Context: an optimization exercise on an open-source flow, tuned for small area. The choices shown serve that exercise and are no tape-out recipe.
In this exercise RTL edits were held to simulation tests only and were not proved equivalent to the original.
No run shown here takes its clock network from TritonCTS; it comes from the design's own scripts or RTL.
No driver is modelled on the clock port, so clock power and skew are understated where the tree is cut down; a real chip needs a root buffer or a tree.
Power figures rest on the tool's default switching activity, not on a simulated workload.

File: config.mk
export PLATFORM = sky130hd
export DESIGN_NAME = TopModule
export DESIGN_NICKNAME = TopModule
export VERILOG_FILES = /design/flow/design.v
export SDC_FILE = /design/flow/constraint.sdc
export NUM_CORES = 4
export LEC_CHECK = 0
export CAP_MARGIN = 0
export CORE_MARGIN = 2
export CORE_UTILIZATION = 60
export GPL_TIMING_DRIVEN = 0
export SLEW_MARGIN = 0
File: constraint.sdc
create_clock -name core_clock -period 10.0 [get_ports {clk}]
set_input_delay 2.0000 -clock core_clock [delete_from_list [all_inputs] [get_ports {clk}]]
set_output_delay 2.0000 -clock core_clock [all_outputs]
set_load 0.01 [all_outputs]
File: design.v
module debouncer(clk, rst, trigger, PB_down);
    input clk, rst, trigger;
    output PB_down;
    localparam [15:0] INV = 16'hAAAA;
    reg PB_sync_0, PB_sync_1_n, PB_state;
    reg [15:0] PB_cnt_q;
    wire [15:0] PB_cnt = PB_cnt_q ^ INV;
    wire PB_sync_1 = ~PB_sync_1_n;
    wire PB_idle = (PB_state == PB_sync_1);
    wire low_zero = ~|PB_cnt[14:0];
    wire PB_cnt_max = PB_cnt[15] & low_zero;
    wire fb = PB_cnt[15] ^ PB_cnt[14] ^ PB_cnt[12] ^ PB_cnt[3] ^ low_zero;
    always @(posedge clk) begin
        PB_sync_0 <= ~rst & ~trigger;
        PB_sync_1_n <= rst | ~PB_sync_0;
        PB_cnt_q <= PB_idle ? INV : ({PB_cnt[14:0], fb} ^ INV);
        PB_state <= ~rst & (PB_cnt_max ? PB_sync_1 : PB_state);
    end
    assign PB_down = PB_cnt_max & PB_sync_1 & ~PB_state;
endmodule
module clkdiv(clk_100MHz, rst, tick_1kHz);
    input clk_100MHz;
    input rst;
    output tick_1kHz;
    localparam [15:0] INV = 16'hAAAA;
    reg [15:0] counter1_q;
    wire [15:0] counter1 = counter1_q ^ INV;
    reg clk_1kHz;
    localparam [15:0] START = 16'h1fd4;
    wire wrap = ((counter1 & 16'hfbde) == (16'h8897 & 16'hfbde));
    wire fb = ~(counter1[15] ^ counter1[14] ^ counter1[12] ^ counter1[3]);
    assign tick_1kHz = wrap & ~clk_1kHz;
    always @(posedge clk_100MHz) begin
        counter1_q <= (rst | wrap) ? (START ^ INV) : ({counter1[14:0], fb} ^ INV);
        clk_1kHz <= ~rst & (clk_1kHz ^ wrap);
    end
endmodule
module fsm(
    input [5:0] in,
    input rst,
    input clk,
    output reg [1:0] floor,
    output reg [1:0] dir,
    output reg busy
    );
    reg [1:0] dest_floor;
    reg mode;
    reg [15:0] counter;
    wire reset = mode & ~busy;
    wire moving = mode & busy;
    wire run = mode | busy;
    wire hit = ((counter & 16'hf8ff) == (16'hcbda & 16'hf8ff));
    wire fb = ~(counter[15] ^ counter[14] ^ counter[11] ^ counter[0]);
    wire step = ~rst & run & ~hit;
    wire keep = ~rst & ~run;
    wire [2:0] lo = in[2:0], hi = in[5:3];
    wire lo_one = (lo == 3'b001) | (lo == 3'b010) | (lo == 3'b100);
    wire hi_one = (hi == 3'b001) | (hi == 3'b010) | (hi == 3'b100);
    wire req = (lo_one & ~|hi) | (hi_one & ~|lo);
    wire [2:0] sel = lo | hi;
    wire [1:0] req_floor = {sel[1] | sel[2], sel[2]};
    wire [1:0] nf = {floor[0] | dest_floor[1], floor[1] & dest_floor[0]};
    wire go_up = (dest_floor[1] & ~floor[1]) | (dest_floor[0] & ~floor[0]);
    wire go_down = (~dest_floor[1] & floor[1]) | (~dest_floor[0] & floor[0]);
    always @(posedge clk) begin
        counter <= ({16{step}} & {counter[14:0], fb}) | ({16{keep}} & counter);
        mode <= rst | (reset & ~hit) | (busy & (floor != dest_floor) & (~mode | ~hit));
        busy <= ~rst & (busy ? (floor != dest_floor) : (req & ~mode));
        dir <= {~rst & moving & go_up, ~rst & ((reset & ~hit) | (moving & go_down))};
        if (rst) floor <= 2'b00;
        else if (moving & hit) floor <= nf;
        if (!busy) dest_floor <= req_floor;
    end
endmodule
module binary_to_segment(show_dir, show_floor, code, seven);
    input show_dir, show_floor;
    input [1:0] code;
    output [6:0] seven;
    wire a = code[1], b = code[0];
    wire idle_dir = show_dir & ~a & ~b;
    assign seven[6] = (show_floor & ~a) | (show_dir & ~b);
    assign seven[5] = idle_dir;
    assign seven[4] = (show_floor & a & ~b) | idle_dir;
    assign seven[3] = (show_floor | show_dir) & ~a;
    assign seven[2] = (show_floor & (~a | b)) | idle_dir;
    assign seven[1] = show_floor | idle_dir;
    assign seven[0] = (show_floor & ~a) | (show_dir & (a | b));
endmodule
module seven_alternate (floor, dir, show_dir, show_floor, code, clk, rst, en);
    input [1:0] floor;
    input [1:0] dir;
    output reg show_dir;
    output reg show_floor;
    output reg [1:0] code;
    input clk;
    input rst;
    input en;
    always @(posedge clk)
        if (rst) begin
            show_dir <= 1'b0;
            show_floor <= 1'b0;
        end else if (en) begin
            show_dir <= ~show_dir;
            show_floor <= show_dir;
        end
    always @(posedge clk)
        if (en) code <= show_dir ? floor : dir;
endmodule
module LED_display(floor, dir, hex, AN, clk, rst, en);
    input [1:0] dir;
    input [1:0] floor;
    output [6:0] hex;
    output [3:0] AN;
    input clk;
    input rst;
    input en;
    wire show_dir, show_floor;
    wire [1:0] code;
    seven_alternate s1 (floor, dir, show_dir, show_floor, code, clk, rst, en);
    binary_to_segment b1 (show_dir, show_floor, code, hex);
    assign AN = {show_floor, show_dir | show_floor, show_dir | show_floor, show_dir};
endmodule
module TopModule(
    input [5:0] in,
    input clk,
    input reset,
    output [6:0] NUM,
    output [3:0] AN,
    output busy,
    output wire [5:0] in2
    );
    wire tick_1kHz;
    wire [1:0] floor;
    wire [1:0] dir;
    debouncer d1(.clk(clk), .rst(reset), .trigger(in[0]), .PB_down(in2[0]));
    debouncer d2(.clk(clk), .rst(reset), .trigger(in[1]), .PB_down(in2[1]));
    debouncer d3(.clk(clk), .rst(reset), .trigger(in[2]), .PB_down(in2[2]));
    debouncer d4(.clk(clk), .rst(reset), .trigger(in[3]), .PB_down(in2[3]));
    debouncer d5(.clk(clk), .rst(reset), .trigger(in[4]), .PB_down(in2[4]));
    debouncer d6(.clk(clk), .rst(reset), .trigger(in[5]), .PB_down(in2[5]));
    clkdiv clgfat(.clk_100MHz(clk), .rst(reset), .tick_1kHz(tick_1kHz));
    fsm f1(.in(in2), .rst(reset), .clk(clk), .floor(floor), .dir(dir), .busy(busy));
    LED_display randall(.dir(dir), .floor(floor), .hex(NUM), .AN(AN), .clk(clk), .rst(reset), .en(tick_1kHz));
endmodule
File: flow/run.sh
#!/bin/bash
# Own flow: the standard layout (standard.sh) with three changes:
#  - synthesis maps logic with flow/abc_area.script (area-oriented ABC mapping)
#    in place of ORFS's speed script; everything else in synthesis is ORFS's
#    own scripts, copied unchanged into scripts/ here;
#  - port buffers use the smallest buffer cell;
#  - the clock tree is built by flow/cts_pre.tcl (a few large clock buffers)
#    instead of TritonCTS.
# All tool output goes to standard_make.log and ORFS's own logs.
set -euo pipefail
here=$(pwd)
rm -rf "$here/scripts"
cp -r "$FLOW_HOME/scripts" "$here/scripts"
cp "$here/flow/abc_area.script" "$here/scripts/abc_speed.script"
bash standard.sh \
  "SCRIPTS_DIR=$here/scripts" \
  "BUFFER_PORTS_ARGS=-buffer_cell sky130_fd_sc_hd__buf_1" \
  "PRE_CTS_TCL=$here/flow/cts_pre.tcl" \
  CTS_LEAVES=4 CTS_ROOT=1 CTS_LEAF_CELL=sky130_fd_sc_hd__inv_16 CTS_ROOT_CELL=sky130_fd_sc_hd__inv_8 \
  finish > standard_make.log 2>&1
File: flow/abc_area.script
&get -n
&st
&dch
&nf -a -A 6 -F 8 -R 1000 -C 32 -p
&st
&dch
&nf -a -A 6 -F 8 -R 1000 -C 32 -p
&st
&dch
&nf -a -A 6 -F 8 -R 1000 -C 32 -p
&put
topo
stime -c
dnsize -c
File: flow/cts_pre.tcl
set leaves $::env(CTS_LEAVES)
set leaf_cell $::env(CTS_LEAF_CELL)
set block [ord::get_db_block]
set db [ord::get_db]
set clk [$block findNet clk]

set pts {}
foreach it [$clk getITerms] {
  lassign [$it getAvgXY] ok x y
  lappend pts [list $it $x $y]
}

proc bisect {pts n} {
  if {$n <= 1} { return [list $pts] }
  set xs [lsort -integer [lmap p $pts {lindex $p 1}]]
  set ys [lsort -integer [lmap p $pts {lindex $p 2}]]
  set axis [expr {([lindex $xs end] - [lindex $xs 0]) >= ([lindex $ys end] - [lindex $ys 0]) ? 1 : 2}]
  set sorted [lsort -integer -index $axis $pts]
  set n1 [expr {$n / 2}]
  set k [expr {int(round([llength $sorted] * double($n1) / $n))}]
  set a [lrange $sorted 0 [expr {$k - 1}]]
  set b [lrange $sorted $k end]
  return [concat [bisect $a $n1] [bisect $b [expr {$n - $n1}]]]
}

proc centre {pts} {
  set sx 0; set sy 0
  foreach p $pts { set sx [expr {$sx + [lindex $p 1]}]; set sy [expr {$sy + [lindex $p 2]}] }
  set n [llength $pts]
  return [list [expr {$sx / $n}] [expr {$sy / $n}]]
}

proc add_buf {block db cell name in_net x y} {
  set master [$db findMaster $cell]
  set inst [odb::dbInst_create $block $master $name]
  set out [odb::dbNet_create $block "${name}_net"]
  $out setSigType CLOCK
  foreach it [$inst getITerms] {
    if {[$it isInputSignal]} { $it connect $in_net }
    if {[$it isOutputSignal]} { $it connect $out }
  }
  $inst setLocation [expr {int($x)}] [expr {int($y)}]
  $inst setPlacementStatus PLACED
  return $out
}

set groups [bisect $pts $leaves]
set drive $clk
if {$leaves > 4 || $::env(CTS_ROOT) == 1} {
  lassign [centre $pts] cx cy
  set drive [add_buf $block $db $::env(CTS_ROOT_CELL) clkroot $clk $cx $cy]
}
set i 0
foreach g $groups {
  lassign [centre $g] cx cy
  set out [add_buf $block $db $leaf_cell clkleaf_$i $drive $cx $cy]
  foreach p $g {
    set it [lindex $p 0]
    $it disconnect
    $it connect $out
  }
  puts "clock leaf $i: [llength $g] flip-flops"
  incr i
}

rename repair_clock_inverters orfs_repair_clock_inverters
proc repair_clock_inverters {args} {}
rename clock_tree_synthesis orfs_clock_tree_synthesis
proc clock_tree_synthesis {args} {
  puts "clock tree built by cts_pre.tcl"
  set_propagated_clock [all_clocks]
}
File: standard.sh
#!/bin/bash
# synth_recipe.tcl (not shown) runs the flow's synth.tcl, then flattens the netlist and writes it again
# the make line also repeats each setting of config.mk as NAME=value (left out here)
make -C /OpenROAD-flow-scripts/flow DESIGN_CONFIG=/design/flow/config.mk WORK_HOME=/design/flow/orfs CLKGATE_MAP_FILE= SYNTH_SCRIPT=/design/flow/synth_recipe.tcl "${@:-finish}"
==> flow_metrics.env, run 1 <==
export IMPL_drt_initial_drc_count=77
export IMPL_worst_path_max_delay_cell="nor3b_1"
export IMPL_ios=26
export IMPL_synth_seq_cells=159
export IMPL_maxCapViolCount=0
export IMPL_cpLargestDelayFamily="simple AND/OR/NAND/NOR gates"
export IMPL_first_global_vias=3025
export IMPL_rows=33
export IMPL_syn_inst=488
export IMPL_num_vias=3280
export IMPL_r2r_slack_ns=7.60
export IMPL_slew_headroom_pct=32.2
export IMPL_synth_net_count=501
export IMPL_crit_buf_inv=2
export IMPL_yosysSeqAreaShare_pct=63.5
export IMPL_grt_total_usage_pct=17.3
export IMPL_fp_dieH_microns=96
export IMPL_rr_worst_depth=9
export IMPL_worstHoldStart="clgfat.counter1_q[5]"
export IMPL_skew_ns=0.00956
export IMPL_place_gp_congestion=0.797
export IMPL_grt_ovfl_total=0
export IMPL_rsz0062_at_grt="no"
export IMPL_worstHoldEndpoint="clgfat.counter1_q[6]"
export IMPL_fmax_mhz=237
export IMPL_drive_above_1_share_pct=3.28
export IMPL_critPathMaxStageDelay_ns=0.59
export IMPL_worstPathRequired_ns=8.00
export IMPL_stdcell_count=623
export IMPL_final_nets=533
export IMPL_r2r_start="d3.PB_cnt_q[4]"
export IMPL_setup_ws_ns=5.77
export IMPL_worstMarginPinSlew_ns=1.01
export IMPL_power_uw=898
export IMPL_start_util_pct=61.8
export IMPL_synthDistinctLibCells=34
export IMPL_leakagePower_nw=2.00
export IMPL_drcViolationCount=0
export IMPL_wl_per_cell_microns=12.5
export IMPL_fin_crit_sh_pct=42.3
export IMPL_setup_tns_ns=0
export IMPL_dp_cells=618
export IMPL_cp_common_cell="nor4_1"
export IMPL_cp_max_fo=4
export IMPL_start_kind="flop"
export IMPL_multi_input_area_sq_mm=0.00176
export IMPL_clk_pin_slew_ns=0.11
export IMPL_ctsResizeCount=0
export IMPL_drt_total_wl_mm=7.80
export IMPL_die_area_sq_mm=0.00922
export IMPL_peakVddDrop_uv=99.6
export IMPL_postCtsHoldBufs=0
export IMPL_dp_hpwl_mm=5.50
export IMPL_hold_violations=0
export IMPL_ff_latch_area_sq_mm=0.00322
export IMPL_yosys_warnings=4
export IMPL_grt_pass1_wl_mm=13.3
export IMPL_core_sq_mm=0.00822
export IMPL_drtPass1Iterations=4
export IMPL_antenna_found_initial=0
export IMPL_grt_max_degree=41
export IMPL_hold_path_class="flop to flop"
export IMPL_outcome="finished clean"
export IMPL_power_density_mw_per_mm2=166
export IMPL_insertion_delay_ns=0.21
export IMPL_finalCriticalPeriod_ns=4.23
export IMPL_hold_depth=1
export IMPL_die_x_microns=96
export IMPL_cp_data_arrival_time_ns=2.23
export IMPL_worstSetupPathType="flop to output pin"
export IMPL_viasPerCell=5.26
export IMPL_synthToLayoutAreaGrowth_pct=6.36
export IMPL_postRouteAntennaNets=0
export IMPL_path_cells="nor4_1, nand2_1, nor4_1, nor3b_1, buf_4, buf_1"
export IMPL_report_final_setup_viol=0
export IMPL_io_buffer_count=25
export IMPL_endpoint_kind="output pin"
export IMPL_netlist_area_sq_mm=0.00508
export IMPL_synth_avg_cell_area_sq_um=10.4
export IMPL_utilization_pct=65.7
export IMPL_diodes=0
export IMPL_finalMaxSlewViolations=0
export IMPL_post_cts_buffers=0
export IMPL_fillers=700
export IMPL_worst_r2r_endpoint="f1.busy"
export IMPL_dp_slack_ns=5.99
==> area by class of cell <==
class / count / area share (%)
Multi-Input combinational cell: 313 / 32.6
Sequential cell: 159 / 59.7
Buffer: 10 / 1.39
Tap cell: 105 / 2.43
Timing Repair Buffer: 25 / 1.76
Inverter: 11 / 2.11
==> worst max-delay path by stage <==
stage	startpoint	cells past startpoint	end
after floorplan	d6.PB_cnt_q[4]	5	in2[5]
after global placement	reset	3	f1.counter[5]
after detailed placement	d6.PB_cnt_q[4]	6	in2[5]
after CTS	d6.PB_cnt_q[4]	6	in2[5]
after global routing	d6.PB_cnt_q[4]	6	in2[5]
final	d3.PB_cnt_q[4]	6	in2[2]
==> power breakdown <==
part,switching [mW],internal (mW),total [mW]
sequential,0.00488,0.644,0.648
combinational,0.0126,0.00759,0.0202
clock,0.198,0.0311,0.229
==> registers in the layout (all words and copies together), names as in the netlist, 2 cells and up <==
| signal | cells |
|---|---|
| d2.PB_cnt_q | 16 |
| f1.dest_floor | 2 |
| d1.PB_cnt_q | 16 |
| f1.floor | 2 |
| f1.counter | 16 |
| d4.PB_cnt_q | 16 |
| randall.s1.code | 2 |
| d3.PB_cnt_q | 16 |
| d6.PB_cnt_q | 16 |
| clgfat.counter1_q | 16 |
| f1.dir | 2 |
| d5.PB_cnt_q | 16 |
==> cells in the mapped netlist <==
cell type  instances  area share, %
o21a_1             2           0.30
nor4_1            13            1.6
xnor2_1           19            3.3
a311oi_1           2           0.34
or3_1              2           0.25
a22oi_1            1           0.15
nor3b_1            2           0.30
ha_1               5            1.2
nor4b_1            2           0.34
maj3_1             1           0.20
mux2i_1            1           0.20
a211oi_1           7            1.0
nand4_1            8           0.99
xor2_1            15            2.6
a21o_1             1           0.15
buf_4             10            1.5
nand4b_1           6            1.0
clkinv_1           6           0.44
nor3_1            18            1.8
o21ai_0            5           0.49
a22o_1            16            2.8
nor2b_1            4           0.49
and4b_1            1           0.20
edfxtp_1           4            2.4
or2_0              6           0.74
nand4bb_1          1           0.22
o32ai_1            1           0.17
nor2_1            78            5.8
and4_1             2           0.34
nand2b_1           8           0.99
dfxtp_1          155             61
nand2_1           72            5.3
nand3_1            3           0.30
a21oi_1           11            1.1
==> metrics by stage <==
stage / hold slack (ns) / instance area [sq um]
6_report: 0.378 / 5400
5_1_grt: 0.395 / 5400
4_1_cts: 0.384 / 5400
3_5_place_dp: 0.360 / 5310
3_3_place_gp: 0.346 / 5300
2_1_floorplan: 0.343 / 5080
==> per-layer routing <==
metal / up-vias / routed length, microns / share of wire [%] / global-route usage (%)
met4: 0 / 87 / 1.1 / 1.90
met5: - / 0 / 0 / 0
met3: 6 / 235 / 3.0 / 1.96
met1: 1530 / 3810 / 49 / 24.1
met2: 34 / 3670 / 47 / 29.9
li1: 1710 / - / - / -
==> cells by family (layout without fill, tap and decap cells) <==
family	after synthesis	count (layout)	share of synthesized area [%]
compound gates	46	46	6.48
simple gates	226	226	20.6
flops	159	159	63.5
buf+inv	16	46	1.92
xor+xnor	34	34	5.86
mux	1	1	0.197
fa+ha+maj	6	6	1.43
==> cells in the final DEF, fill, tap and decap left out, types with 2 or more instances in the layout <==
cell,Yosys,routed
a21oi_1,11,11
a22o_1,16,16
clkinv_1,6,6
o21ai_0,5,5
inv_16,0,4
dfxtp_1,155,155
a211oi_1,7,7
nand2b_1,8,8
nor4_1,13,13
nor2_1,78,78
or2_0,6,6
nand4_1,8,8
nor4b_1,2,2
nor3_1,18,17
nand4b_1,6,6
ha_1,5,5
nand2_1,72,72
nor3b_1,2,2
or3_1,2,2
xnor2_1,19,19
a311oi_1,2,2
nand3_1,3,3
nor2b_1,4,4
and4_1,2,2
buf_1,0,24
edfxtp_1,4,4
o21a_1,2,2
xor2_1,15,15
buf_4,10,10
==> run 2: changes to the inputs <==
==> flow/abc_area.script (replaced) <==
&get -n
&st
&dch
&nf -a -p -R 1000 -E 50 -A 6 -F 8
&st
&dch
&nf -a -p -R 1000 -E 50 -A 6 -F 8
&put
topo
stime -c
dnsize -c
--- a/config.mk
+++ b/config.mk
@@ -9,4 +9,3 @@
 export CORE_MARGIN = 2
-export CORE_UTILIZATION = 60
-export GPL_TIMING_DRIVEN = 0
+export CORE_UTILIZATION = 75
 export SLEW_MARGIN = 0
==> run 2 against run 1 <==
Against the previous run:
- still clean
- register-to-register slack got worse by 0.21 ns
- critical path depth down 1
- cell area shrank 2.4%
- combinational power increased by 5%
- setup slack gained 0.033 ns
- fmax rose by 0.80%
- die area decreased by 20%
- clock power hardly changed
- total power is 0.11% higher
- first-iteration DRC count increased by 140%
- global-route usage up 6.7 points
- critical endpoint is now in2[5]
- largest cell class unchanged
- largest power group unchanged
==> flow_metrics.env, run 2 <==
export IMPL_netlist_area_sq_mm=0.00504
export IMPL_report_final_setup_viol=0
export IMPL_stdcell_count=584
export IMPL_endpoint_kind="output pin"
export IMPL_wl_per_cell_microns=15.0
export IMPL_ios=26
export IMPL_r2r_start="d6.PB_cnt_q[4]"
export IMPL_synth_seq_cells=159
export IMPL_synth_net_count=497
export IMPL_yosys_warnings=4
export IMPL_cp_data_arrival_time_ns=2.19
export IMPL_dp_cells=579
export IMPL_synthToLayoutAreaGrowth_pct=4.54
export IMPL_slew_headroom_pct=37.3
export IMPL_synth_top_family_by_area="simple AND/OR/NAND/NOR gates"
export IMPL_drt_total_wl_mm=8.76
export IMPL_postCtsHoldBufs=0
export IMPL_skew_ns=0.00633
export IMPL_setup_ws_ns=5.81
export IMPL_insertion_delay_ns=0.21
export IMPL_cpLargestDelayFamily="simple AND/OR/NAND/NOR gates"
export IMPL_drcViolationCount=0
export IMPL_startpoint="d6.PB_cnt_q[4]"
export IMPL_power_density_mw_per_mm2=171
export IMPL_hold_depth=1
export IMPL_die_x_microns=86.0
export IMPL_outcome="finished clean"
export IMPL_first_global_vias=3282
export IMPL_critPathMaxStageDelay_ns=0.61
export IMPL_antenna_found_initial=0
export IMPL_grt_total_usage_pct=24.0
export IMPL_synthTopCellsByCount="dfxtp_1, nand2_1, nor2_1"
export IMPL_power_uw=899
export IMPL_die_area_sq_mm=0.00740
export IMPL_grt_ovfl_total=0
export IMPL_fmax_mhz=238
export IMPL_finalCriticalPeriod_ns=4.19
export IMPL_hold_violations=0
export IMPL_synthDistinctLibCells=34
export IMPL_layout_common_cells="dfxtp_1, nor2_1, nand2_1, buf_1"
export IMPL_worstSetupPathType="flop to output pin"
export IMPL_diodes=0
export IMPL_synth_xor_area_share_pct=6.25
export IMPL_ctsResizeCount=0
export IMPL_rsz0062_at_grt="no"
export IMPL_fillers=395
export IMPL_postRouteAntennaNets=0
export IMPL_rows=29
export IMPL_worstHoldEndpoint="d2.PB_sync_1_n"
export IMPL_viasPerCell=5.79
export IMPL_dp_hpwl_mm=6.13
export IMPL_crit_buf_inv=1
export IMPL_synth_edf_count=4
export IMPL_fp_dieH_microns=86.0
export IMPL_leakagePower_nw=1.96
export IMPL_synth_top_area_share_pct=61.5
export IMPL_final_nets=522
export IMPL_yosysSeqAreaShare_pct=63.9
export IMPL_worst_r2r_endpoint="f1.busy"
export IMPL_setup_tns_ns=0
export IMPL_rr_worst_depth=9
export IMPL_worstPathRequired_ns=8.00
export IMPL_syn_inst=484
export IMPL_start_util_pct=78.5
export IMPL_synth_compound_area_share_pct=6.52
export IMPL_worstHoldStart="d2.PB_sync_0"
export IMPL_maxCapViolCount=0
export IMPL_peakVddDrop_uv=135
export IMPL_place_gp_congestion=0.824
export IMPL_worst_path_max_delay_cell="nor3b_1"
export IMPL_synth_main_ff_cell="dfxtp_1"
export IMPL_grt_pass1_wl_mm=14.9
export IMPL_core_sq_mm=0.00642
export IMPL_synth_mux_area_fraction_pct=0.198
export IMPL_worstMarginPinSlew_ns=0.927
export IMPL_clk_pin_slew_ns=0.11
export IMPL_final_common_cell="dfxtp_1"
export IMPL_drtPass1Iterations=4
export IMPL_fin_crit_sh_pct=41.9
export IMPL_synth_avg_cell_area_sq_um=10.4
export IMPL_num_vias=3381
export IMPL_yosysTopAreaCell="dfxtp_1"
export IMPL_finalMaxSlewViolations=0
export IMPL_drt_initial_drc_count=181
export IMPL_postSynth_asyncResetShare_pct=0
export IMPL_grt_max_degree=41
export IMPL_hold_path_class="flop to flop"
export IMPL_drive_above_1_share_pct=1.58
export IMPL_cp_depth=5
export IMPL_path_cells="nor4_1, nand2_1, nor4_1, nor3b_1, buf_1"
export IMPL_synth_fa_ha_area_share_pct=1.44
export IMPL_io_buffer_count=25
export IMPL_cp_common_cell="nor4_1"
export IMPL_post_cts_buffers=0
export IMPL_r2r_slack_ns=7.39
export IMPL_dp_slack_ns=6.24
export IMPL_start_kind="flop"
export IMPL_synth_most_common_cell="dfxtp_1"
export IMPL_synthTopCellsByArea="dfxtp_1, nand2_1, nor2_1"
export IMPL_timing_hold_ws_ns=0.385
export IMPL_cp_max_fo=4
export IMPL_synthSimpleGateAreaFrac_pct=19.6
run 2: worst max path at each step:
| stage | end | slack (ns) |
|---|---|---|
| 2_1_floorplan | in2[5] | 6.50 |
| 3_3_place_gp | in2[5] | 6.31 |
| 6_report | in2[5] | 5.81 |
| 3_5_place_dp | in2[5] | 6.24 |
| 4_1_cts | in2[5] | 5.87 |
| 5_1_grt | in2[5] | 5.60 |
run 2: cell type report:
class                   count  area [sq um]  area share, %
flip-flops and latches    159          3220           61.1
inverters                  13           121           2.30
well taps                  77          96.3           1.83
multi-input cells         307          1720           32.5
repair buffers             28           116           2.21
run 2: cell families (layout without fill, tap and decap cells):
family | count (synthesis) | in the layout
AOI/OAI and AO/OA | 45 | 45
xor gates and xnor gates | 36 | 36
adders and majority gates | 6 | 6
buffers and inverters | 18 | 41
DFF | 159 | 159
muxes | 1 | 1
and+or+nand+nor | 219 | 219
run 2: metrics by stage:
stage | utilization (%) | area (sq um)
2_1_floorplan | - | 5040
3_3_place_gp | 80.7 | 5180
3_5_place_dp | 80.7 | 5180
4_1_cts | 82.1 | 5270
5_1_grt | 82.1 | 5270
6_report | 82.1 | 5270
run 2: metal layers:
metal | part of all wire (%) | track usage [%]
met5 | 0 | 0
met1 | 45 | 32.2
met3 | 2.8 | 2.21
met2 | 51 | 42.9
met4 | 1.6 | 4.18
run 2: where the power goes:
group	switching (mW)	leakage [nW]	total, mW	internal [mW]
Sequential	0.00506	1.30	0.649	0.644
Combinational	0.0138	0.614	0.0213	0.00751
Clock	0.198	0.0452	0.229	0.0311
run 2: worst register-to-register path: stages, from the launching register on:
cell      delay (ns)
dfxtp_1         0.33
nor4_1          0.29
nand2_1         0.12
nor4_1          0.43
nor3b_1         0.61
o21ai_0         0.23
nand2_1         0.12
a211oi_1        0.05
o21ai_0         0.24
a21oi_1         0.09
==> run 3: changes to the inputs <==
--- a/config.mk
+++ b/config.mk
@@ -9,3 +9,3 @@
 export CORE_MARGIN = 2
-export CORE_UTILIZATION = 75
+export CORE_UTILIZATION = 85
 export SLEW_MARGIN = 0
==> run 3 against run 2 <==
Against the previous run:
- synthesized cell count unchanged
- via count increased by 6.2%
- largest power group unchanged
- hold slack got worse by 0.00085 ns
- combinational power increased by 4%
- still clean
- first-iteration DRC count increased by 29%
- sequential cell count unchanged
- critical path depth unchanged
- routed wire length increased by 21%
- sequential share of layout area decreased by 0.058 points
==> flow_metrics.env, run 3 <==
export IMPL_worstMarginPinSlew_ns=1.01
export IMPL_syn_inst=484
export IMPL_antenna_found_initial=0
export IMPL_grt_total_usage_pct=33.4
export IMPL_drive_above_1_share_pct=1.77
export IMPL_drtPass1Iterations=5
export IMPL_first_global_vias=3624
export IMPL_ctsResizeCount=0
export IMPL_grt_pass1_wl_mm=17.2
export IMPL_synthToLayoutAreaGrowth_pct=4.64
export IMPL_highest_layer="met4"
export IMPL_met3_length_microns=485
export IMPL_hold_path_class="flop to flop"
export IMPL_final_common_cell="dfxtp_1"
export IMPL_netlist_area_sq_mm=0.00504
export IMPL_placed_area_sq_mm=0.00519
export IMPL_io_buffer_count=25
export IMPL_viasPerCell=6.16
export IMPL_start_util_pct=86.7
export IMPL_diodes=0
export IMPL_synth_main_ff_cell="dfxtp_1"
export IMPL_fmax_mhz=238
export IMPL_rows=28
export IMPL_maxCapViolCount=0
export IMPL_worst_path_max_delay_cell="nor3b_1"
export IMPL_cp_data_arrival_time_ns=2.20
export IMPL_endpoint_kind="output pin"
export IMPL_cp_max_fo=4
export IMPL_core_sq_mm=0.00582
export IMPL_clk_pin_slew_ns=0.11
export IMPL_cp_common_cell="nor4_1"
export IMPL_worstSetupPathType="flop to output pin"
export IMPL_place_gp_congestion=0.836
export IMPL_die_area_sq_mm=0.00657
export IMPL_layout_common_cells="dfxtp_1, nor2_1, nand2_1, buf_1"
export IMPL_grt_ovfl_total=0
export IMPL_post_cts_buffers=0
export IMPL_synthTopCellsByCount="dfxtp_1, nand2_1, nor2_1"
export IMPL_num_vias=3589
export IMPL_skew_ns=0.0118
export IMPL_yosysSeqAreaShare_pct=63.9
export IMPL_hold_violations=0
export IMPL_cpLargestDelayFamily="simple AND/OR/NAND/NOR gates"
export IMPL_fin_crit_sh_pct=42.0
export IMPL_synthDistinctLibCells=34
export IMPL_postRouteAntennaNets=0
export IMPL_worstPathRequired_ns=8.00
export IMPL_synth_avg_cell_area_sq_um=10.4
export IMPL_dp_cells=578
export IMPL_finalCriticalPeriod_ns=4.20
export IMPL_yosysTopAreaCell="dfxtp_1"
export IMPL_crit_buf_inv=1
export IMPL_drcViolationCount=0
export IMPL_synthTopCellsByArea="dfxtp_1, nand2_1, nor2_1"
export IMPL_yosys_warnings=4
export IMPL_wl_per_cell_microns=18.2
export IMPL_drt_total_wl_mm=10.6
export IMPL_die_x_microns=81.0
export IMPL_synth_seq_cells=159
export IMPL_m1WireLength_mm=4.21
export IMPL_power_density_mw_per_mm2=171
export IMPL_synth_net_count=497
export IMPL_ios=26
export IMPL_postCtsHoldBufs=0
export IMPL_start_kind="flop"
export IMPL_critPathMaxStageDelay_ns=0.61
export IMPL_timing_hold_ws_ns=0.384
export IMPL_postSynth_asyncResetShare_pct=0
export IMPL_report_final_setup_viol=0
export IMPL_met2WireLength_mm=5.59
export IMPL_synth_edf_count=4
export IMPL_final_nets=523
export IMPL_setup_tns_ns=0
export IMPL_rsz0062_at_grt="no"
export IMPL_peakVddDrop_uv=186
export IMPL_synth_top_area_share_pct=61.5
export IMPL_synth_most_common_cell="dfxtp_1"
export IMPL_final_area_sq_mm=0.00528
export IMPL_finalMaxSlewViolations=0
export IMPL_outcome="finished clean"
export IMPL_stdcell_count=583
export IMPL_setup_ws_ns=5.80
export IMPL_slew_headroom_pct=32.0
export IMPL_insertion_delay_ns=0.21
export IMPL_leakagePower_nw=1.97
export IMPL_fp_dieH_microns=81.0
export IMPL_path_cells="nor4_1, nand2_1, nor4_1, nor3b_1, buf_1"
export IMPL_dp_slack_ns=6.20
export IMPL_grt_max_degree=41
export IMPL_dp_hpwl_mm=7.07
export IMPL_fillers=220
export IMPL_drt_initial_drc_count=234
[run 3: cell type report]
class / instances / area, sq um / area share (%)
Multi-Input combinational cell: 307 / 1720 / 32.5
Sequential cell: 159 / 3220 / 61.1
Tap cell: 75 / 93.8 / 1.78
Inverter: 13 / 121 / 2.30
Timing Repair Buffer: 29 / 124 / 2.35
[run 3: per-layer routing]
layer | vias to the layer above | GRT usage, %
met5 | - | 0
met1 | 1748 | 38.6
met2 | 120 | 63.7
met4 | 0 | 10.7
li1 | 1684 | -
met3 | 37 | 4.11
[run 3: kinds of logic after synthesis]
kind of cell / Yosys count / synth area share, %
muxes: 1 / 0.198
AOI/OAI and AO/OA: 45 / 6.52
adders and majority gates: 6 / 1.44
and+or+nand+nor: 219 / 19.6
xor gates and xnor gates: 36 / 6.25
buffers and inverters: 18 / 2.08
DFF: 159 / 63.9
[run 3: final timing paths]
check / cells past startpoint / endpoint / slack, ns / start
worst max-delay path: 5 / in2[5] / 5.80 / d6.PB_cnt_q[4]
worst min-delay path: 1 / d5.PB_sync_1_n / 0.38 / d5.PB_sync_0
worst max register to register: 9 / f1.busy / 7.37 / d6.PB_cnt_q[4]
worst min register to register: 1 / d5.PB_sync_1_n / 0.38 / d5.PB_sync_0
[run 3: per-stage QoR]
step | utilization [%] | power (mW)
CTS | 90.7 | 0.902
global route | 90.7 | 0.926
detailed placement | 89.2 | 0.684
global placement | 89.2 | 0.682
finish | 90.7 | 0.902
floorplan | - | 0.675
[run 3: where the power goes]
| group | internal, mW | switching [mW] | leakage, nW | total, mW |
|---|---|---|---|---|
| registers | 0.644 | 0.00577 | 1.30 | 0.649 |
| clock network | 0.0312 | 0.200 | 0.0452 | 0.231 |
| logic | 0.00751 | 0.0147 | 0.620 | 0.0222 |
==> run 4: changes to the inputs <==
--- a/config.mk
+++ b/config.mk
@@ -9,3 +9,3 @@
 export CORE_MARGIN = 2
-export CORE_UTILIZATION = 85
+export CORE_UTILIZATION = 60
 export SLEW_MARGIN = 0
==> run 4 against run 3 <==
Against the previous run:
- routed wire length down 25%
- sequential cell count did not move
- still clean on timing, DRC and antenna
- critical path depth unchanged
- via count decreased by 10%
- die area is 39% higher
- global-route usage fell by 16 points
==> flow_metrics.env, run 4 <==
export IMPL_grt_ovfl_total=0
export IMPL_clk_pin_slew_ns=0.11
export IMPL_yosysSeqAreaShare_pct=63.9
export IMPL_grt_pass1_wl_mm=13.2
export IMPL_power_density_mw_per_mm2=169
export IMPL_synthDistinctLibCells=34
export IMPL_outcome="finished clean"
export IMPL_synth_main_ff_cell="dfxtp_1"
export IMPL_num_vias=3229
export IMPL_drtPass1Iterations=4
export IMPL_synth_seq_cells=159
export IMPL_core_sq_mm=0.00818
export IMPL_place_gp_congestion=0.796
export IMPL_placed_area_sq_mm=0.00522
export IMPL_cp_common_cell="nor4_1"
export IMPL_ctsResizeCount=0
export IMPL_finalCriticalPeriod_ns=4.10
export IMPL_worstMarginPinSlew_ns=0.946
export IMPL_stdcell_count=613
export IMPL_finalMaxSlewViolations=0
export IMPL_start_util_pct=61.7
export IMPL_insertion_delay_ns=0.22
export IMPL_postSynth_asyncResetShare_pct=0
export IMPL_postRouteAntennaNets=0
export IMPL_final_common_cell="dfxtp_1"
export IMPL_power_uw=898
export IMPL_synth_net_count=497
export IMPL_netlist_area_sq_mm=0.00504
export IMPL_critPathMaxStageDelay_ns=0.54
export IMPL_timing_hold_ws_ns=0.378
export IMPL_cp_data_arrival_time_ns=2.10
export IMPL_drcViolationCount=0
export IMPL_layout_common_cells="dfxtp_1, nor2_1, nand2_1, buf_1"
export IMPL_drive_above_1_share_pct=1.77
export IMPL_synth_top_area_share_pct=61.5
export IMPL_path_cells="nor4_1, nand2_1, nor4_1, nor3b_1, buf_1"
export IMPL_final_nets=523
export IMPL_worstSetupPathType="flop to output pin"
export IMPL_post_cts_buffers=0
export IMPL_synth_most_common_cell="dfxtp_1"
export IMPL_synth_edf_count=4
export IMPL_dp_cells=608
export IMPL_syn_inst=484
export IMPL_io_buffer_count=25
export IMPL_fp_dieH_microns=95.7
export IMPL_setup_ws_ns=5.90
export IMPL_fin_crit_sh_pct=41.0
export IMPL_multi_input_area_sq_mm=0.00172
export IMPL_synthToLayoutAreaGrowth_pct=5.38
export IMPL_worst_path_max_delay_cell="nor3b_1"
export IMPL_fmax_mhz=244
export IMPL_drt_initial_drc_count=105
export IMPL_rsz0062_at_grt="no"
export IMPL_yosysTopAreaCell="dfxtp_1"
export IMPL_hold_path_class="flop to flop"
export IMPL_maxCapViolCount=0
export IMPL_antenna_found_initial=0
export IMPL_viasPerCell=5.27
export IMPL_utilization_pct=65.0
export IMPL_slew_headroom_pct=36.4
export IMPL_cpLargestDelayFamily="simple AND/OR/NAND/NOR gates"
export IMPL_synthTopCellsByArea="dfxtp_1, nand2_1, nor2_1"
export IMPL_worstPathRequired_ns=8.00
export IMPL_ios=26
export IMPL_postCtsHoldBufs=0
export IMPL_grt_total_usage_pct=17.3
export IMPL_fillers=696
export IMPL_grt_max_degree=41
export IMPL_die_area_sq_mm=0.00916
export IMPL_synthTopCellsByCount="dfxtp_1, nand2_1, nor2_1"
export IMPL_dp_hpwl_mm=5.67
export IMPL_rows=33
export IMPL_first_global_vias=2920
export IMPL_yosys_warnings=4
export IMPL_skew_ns=0.0123
export IMPL_ff_latch_area_sq_mm=0.00322
export IMPL_wl_per_cell_microns=13.0
export IMPL_dp_slack_ns=6.20
export IMPL_final_area_sq_mm=0.00532
export IMPL_report_final_setup_viol=0
export IMPL_diodes=0
export IMPL_peakVddDrop_uv=108
export IMPL_cp_max_fo=4
export IMPL_leakagePower_nw=1.97
export IMPL_crit_buf_inv=1
export IMPL_drt_total_wl_mm=7.97
export IMPL_start_kind="flop"
export IMPL_endpoint_kind="output pin"
export IMPL_hold_violations=0
export IMPL_die_x_microns=95.7
export IMPL_synth_avg_cell_area_sq_um=10.4
export IMPL_setup_tns_ns=0
## run 4: cell counts after synthesis
No cell type changed its count.
## run 4: kinds of logic (layout without fill, tap and decap cells)
group	count (synthesis)	after routing	synth area share (%)
flip-flops	159	159	63.9
multiplexers	1	1	0.198
XOR/XNOR	36	36	6.25
buffers and inverters	18	42	2.08
adder cells (fa/ha/maj)	6	6	1.44
AO/OA/AOI/OAI	45	45	6.52
AND/OR/NAND/NOR	219	219	19.6
## run 4: final cells by class
type | instances | area share, %
Tap cell | 105 | 2.47
Inverter | 13 | 2.28
Sequential cell | 159 | 60.6
Multi-Input combinational cell | 307 | 32.3
Timing Repair Buffer | 29 | 2.33
## run 4: worst paths after layout
| path | from | endpoint | slack (ns) | cells after the start |
|---|---|---|---|---|
| max reg2reg | d6.PB_cnt_q[4] | f1.busy | 7.55 | 8 |
| max | d6.PB_cnt_q[4] | in2[5] | 5.90 | 5 |
| min reg2reg | d1.PB_sync_0 | d1.PB_sync_1_n | 0.38 | 1 |
| min | d1.PB_sync_0 | d1.PB_sync_1_n | 0.38 | 1 |
## run 4: worst reg2reg max path, stage by stage, from the launching register on
cell and delay, ns:
dfxtp_1 0.33, nor4_1 0.29, nand2_1 0.11, nor4_1 0.41, nor3b_1 0.54, nor3_1 0.14, a211oi_1 0.32, o21ai_0 0.11
a21oi_1 0.14
## run 4: layer usage
layer	GRT usage (%)	up-vias	wire length, microns
li1	-	1687	-
met4	3.33	0	135
met3	1.50	8	205
met2	27.4	37	3530
met5	0	-	0
met1	26.1	1497	4100
## run 4: power by group
| part | leakage [nW] | switching (mW) | internal (mW) |
|---|---|---|---|
| clock | 0.0452 | 0.198 | 0.0311 |
| combinational | 0.620 | 0.0131 | 0.00751 |
| sequential | 1.30 | 0.00481 | 0.644 |
| total | 1.97 | 0.216 | 0.682 |
==> run 5: changes to the inputs <==
--- a/flow/run.sh
+++ b/flow/run.sh
@@ -6,4 +6,5 @@
 #  - port buffers use the smallest buffer cell;
-#  - the clock tree is built by flow/cts_pre.tcl (a few large clock buffers)
-#    instead of TritonCTS.
+#  - the clock tree is built by flow/cts_pre.tcl instead of TritonCTS: the
+#    clock port drives one inv_8, which drives four inv_16, each of which
+#    drives a quarter of the flip-flops.
 # All tool output goes to standard_make.log and ORFS's own logs.
--- a/config.mk
+++ b/config.mk
@@ -9,3 +9,3 @@
 export CORE_MARGIN = 2
-export CORE_UTILIZATION = 60
+export CORE_UTILIZATION = 75
 export SLEW_MARGIN = 0
==> run 5 against run 4 <==
Against the previous run:
- clock skew shrank 0.0059 ns
- core utilization grew 17 points
- first-iteration DRC count grew 72%
- largest cell class unchanged
- critical path depth unchanged
- die area fell by 19%
- routed wire length grew 9.9%
- sequential share of layout area grew 0.49 points
- sequential power about the same
- global-route usage up 6.7 points
==> flow_metrics.env, run 5 <==
export IMPL_power_density_mw_per_mm2=171
export IMPL_synthTopCellsByCount="dfxtp_1, nand2_1, nor2_1"
export IMPL_slew_headroom_pct=37.3
export IMPL_rows=29
export IMPL_synth_seq_cells=159
export IMPL_startpoint="d6.PB_cnt_q[4]"
export IMPL_drt_total_wl_mm=8.76
export IMPL_final_common_cell="dfxtp_1"
export IMPL_yosys_warnings=4
export IMPL_syn_inst=484
export IMPL_drcViolationCount=0
export IMPL_dp_hpwl_mm=6.13
export IMPL_setup_tns_ns=0
export IMPL_worstPathRequired_ns=8.00
export IMPL_synth_most_common_cell="dfxtp_1"
export IMPL_netlist_area_sq_mm=0.00504
export IMPL_synthToLayoutAreaGrowth_pct=4.54
export IMPL_antenna_found_initial=0
export IMPL_final_nets=522
export IMPL_post_cts_buffers=0
export IMPL_outcome="finished clean"
export IMPL_hold_depth=1
export IMPL_grt_ovfl_total=0
export IMPL_timing_hold_ws_ns=0.385
export IMPL_fmax_mhz=238
export IMPL_num_vias=3381
export IMPL_ctsResizeCount=0
export IMPL_seqPwrFrac_pct=72.1
export IMPL_worstMarginPinSlew_ns=0.927
export IMPL_p_switching_uw=217
export IMPL_cp_common_cell="nor4_1"
export IMPL_drtPass1Iterations=4
export IMPL_p_sw_share_pct=24.1
export IMPL_synth_edf_count=4
export IMPL_postSynth_asyncResetShare_pct=0
export IMPL_synthDistinctLibCells=34
export IMPL_rr_worst_depth=9
export IMPL_utilization_pct=82.1
export IMPL_grt_total_usage_pct=24.0
export IMPL_power_internal_uw=682
export IMPL_r2r_slack_ns=7.39
export IMPL_hold_violations=0
export IMPL_diodes=0
export IMPL_endpoint_kind="output pin"
export IMPL_report_final_setup_viol=0
export IMPL_peakVddDrop_uv=135
export IMPL_worst_path_max_delay_cell="nor3b_1"
export IMPL_stdcell_count=584
export IMPL_cp_max_fo=4
export IMPL_wl_per_cell_microns=15.0
export IMPL_drt_initial_drc_count=181
export IMPL_yosysSeqAreaShare_pct=63.9
export IMPL_io_buffer_count=25
export IMPL_insertion_delay_ns=0.21
export IMPL_place_gp_congestion=0.824
export IMPL_power_uw=899
export IMPL_first_global_vias=3282
export IMPL_hold_path_class="flop to flop"
export IMPL_setup_ws_ns=5.81
export IMPL_die_area_sq_mm=0.00740
export IMPL_synth_main_ff_cell="dfxtp_1"
export IMPL_cp_data_arrival_time_ns=2.19
export IMPL_die_x_microns=86.0
export IMPL_dp_cells=579
export IMPL_viasPerCell=5.79
export IMPL_dp_slack_ns=6.24
export IMPL_worstHoldStart="d2.PB_sync_0"
export IMPL_finalMaxSlewViolations=0
export IMPL_worstHoldEndpoint="d2.PB_sync_1_n"
export IMPL_ios=26
export IMPL_final_area_sq_mm=0.00527
export IMPL_worst_r2r_endpoint="f1.busy"
export IMPL_fp_dieH_microns=86.0
export IMPL_fin_crit_sh_pct=41.9
export IMPL_p_comb_share_pct=2.4
export IMPL_start_kind="flop"
export IMPL_cpLargestDelayFamily="simple AND/OR/NAND/NOR gates"
export IMPL_grt_max_degree=41
export IMPL_clk_pin_slew_ns=0.11
export IMPL_yosysTopAreaCell="dfxtp_1"
export IMPL_leakagePower_nw=1.96
export IMPL_crit_buf_inv=1
export IMPL_layout_common_cells="dfxtp_1, nor2_1, nand2_1, buf_1"
export IMPL_grt_pass1_wl_mm=14.9
export IMPL_critPathMaxStageDelay_ns=0.61
export IMPL_drive_above_1_share_pct=1.58
export IMPL_path_cells="nor4_1, nand2_1, nor4_1, nor3b_1, buf_1"
export IMPL_r2r_start="d6.PB_cnt_q[4]"
export IMPL_postCtsHoldBufs=0
export IMPL_synthTopCellsByArea="dfxtp_1, nand2_1, nor2_1"
export IMPL_maxCapViolCount=0
export IMPL_placed_area_sq_mm=0.00518
export IMPL_clkPwrFrac_pct=25.5
export IMPL_synth_net_count=497
export IMPL_rsz0062_at_grt="no"
export IMPL_start_util_pct=78.5
export IMPL_worstSetupPathType="flop to output pin"
export IMPL_finalCriticalPeriod_ns=4.19
export IMPL_synth_top_area_share_pct=61.5
export IMPL_postRouteAntennaNets=0
export IMPL_skew_ns=0.00633
export IMPL_synth_avg_cell_area_sq_um=10.4
export IMPL_core_sq_mm=0.00642
## run 5: layout make-up
cell class / count / area [sq um]
Fill cell: 395 / 1150
Inverter: 13 / 121
Multi-Input combinational cell: 307 / 1720
Sequential cell: 159 / 3220
Tap cell: 77 / 96.3
Timing Repair Buffer: 28 / 116
## run 5: power groups by stage
stage	Sequential [mW]	Combinational, mW	Clock [mW]
2_1_floorplan	0.661	0.0137	0
3_3_place_gp	0.662	0.0203	0
3_5_place_dp	0.663	0.0211	0
4_1_cts	0.649	0.0213	0.234
5_1_grt	0.650	0.0239	0.258
6_report	0.649	0.0213	0.229
## run 5: cells by family (layout without fill, tap and decap cells)
logic type,count (synthesis),count (layout),share of synthesized area [%]
AO/OA/AOI/OAI,45,45,6.52
XOR/XNOR,36,36,6.25
adder cells (fa/ha/maj),6,6,1.44
buffers and inverters,18,41,2.08
flip-flops,159,159,63.9
multiplexers,1,1,0.198
AND/OR/NAND/NOR,219,219,19.6
## run 5: how the worst max path moves through the flow
stage               endpoint  slack (ns)  cells after the start
floorplan             in2[5]        6.50                      5
global placement      in2[5]        6.31                      5
detailed placement    in2[5]        6.24                      5
CTS                   in2[5]        5.87                      5
global route          in2[5]        5.60                      5
finish                in2[5]        5.81                      5
## run 5: worst register-to-register path: cells and delay by family, from the launching register on
kind            cells  cell delay (ns)
compound gates      4             0.61
flops               1             0.33
simple gates        5             1.57
## run 5: layer usage
layer  GRT usage [%]  routed length (microns)  vias up
li1                -                        -     1677
met1            32.2                     3940     1625
met2            42.9                     4440       66
met3            2.21                      246       13
met4            4.18                      137        0
met5               0                        0        -

port drivers added, routing unchanged:
No port has a modelled driver above. Below, the same layouts with a new extraction and two added sets of constraints. Step 1 assumes that a clkbuf_16 drives the clock port and a buf_2 every other input. Step 2 moves the port delays by t, midway between the first and last clock arrival at a register: inputs arrive t later, outputs are due t later. That takes back most of the time a late clock gives input paths. a / b / c = no drivers / after step 1 / after step 2; a / b = the first two.
| run | t (ns) | setup WS [ns] | worst hold slack (ns) | slew at the worst register clock pin (ns) | worst data-port slew with drivers (ns) |
|---|---|---|---|---|---|
| run 1 | 0.256 | 5.772 / 5.725 / 5.981 | 0.378 / 0.378 / 0.378 | 0.11 / 0.11 | 0.03 |
| run 2 | 0.254 | 5.806 / 5.759 / 6.013 | 0.385 / 0.385 / 0.385 | 0.11 / 0.11 | 0.03 |
| run 3 | 0.255 | 5.804 / 5.756 / 6.011 | 0.384 / 0.384 / 0.384 | 0.12 / 0.12 | 0.04 |
| run 4 | 0.256 | 5.897 / 5.850 / 6.105 | 0.378 / 0.378 / 0.378 | 0.11 / 0.11 | 0.03 |
| run 5 | 0.254 | 5.806 / 5.759 / 6.013 | 0.385 / 0.385 / 0.385 | 0.11 / 0.11 | 0.03 |
After both steps setup and hold are still met in every run listed.
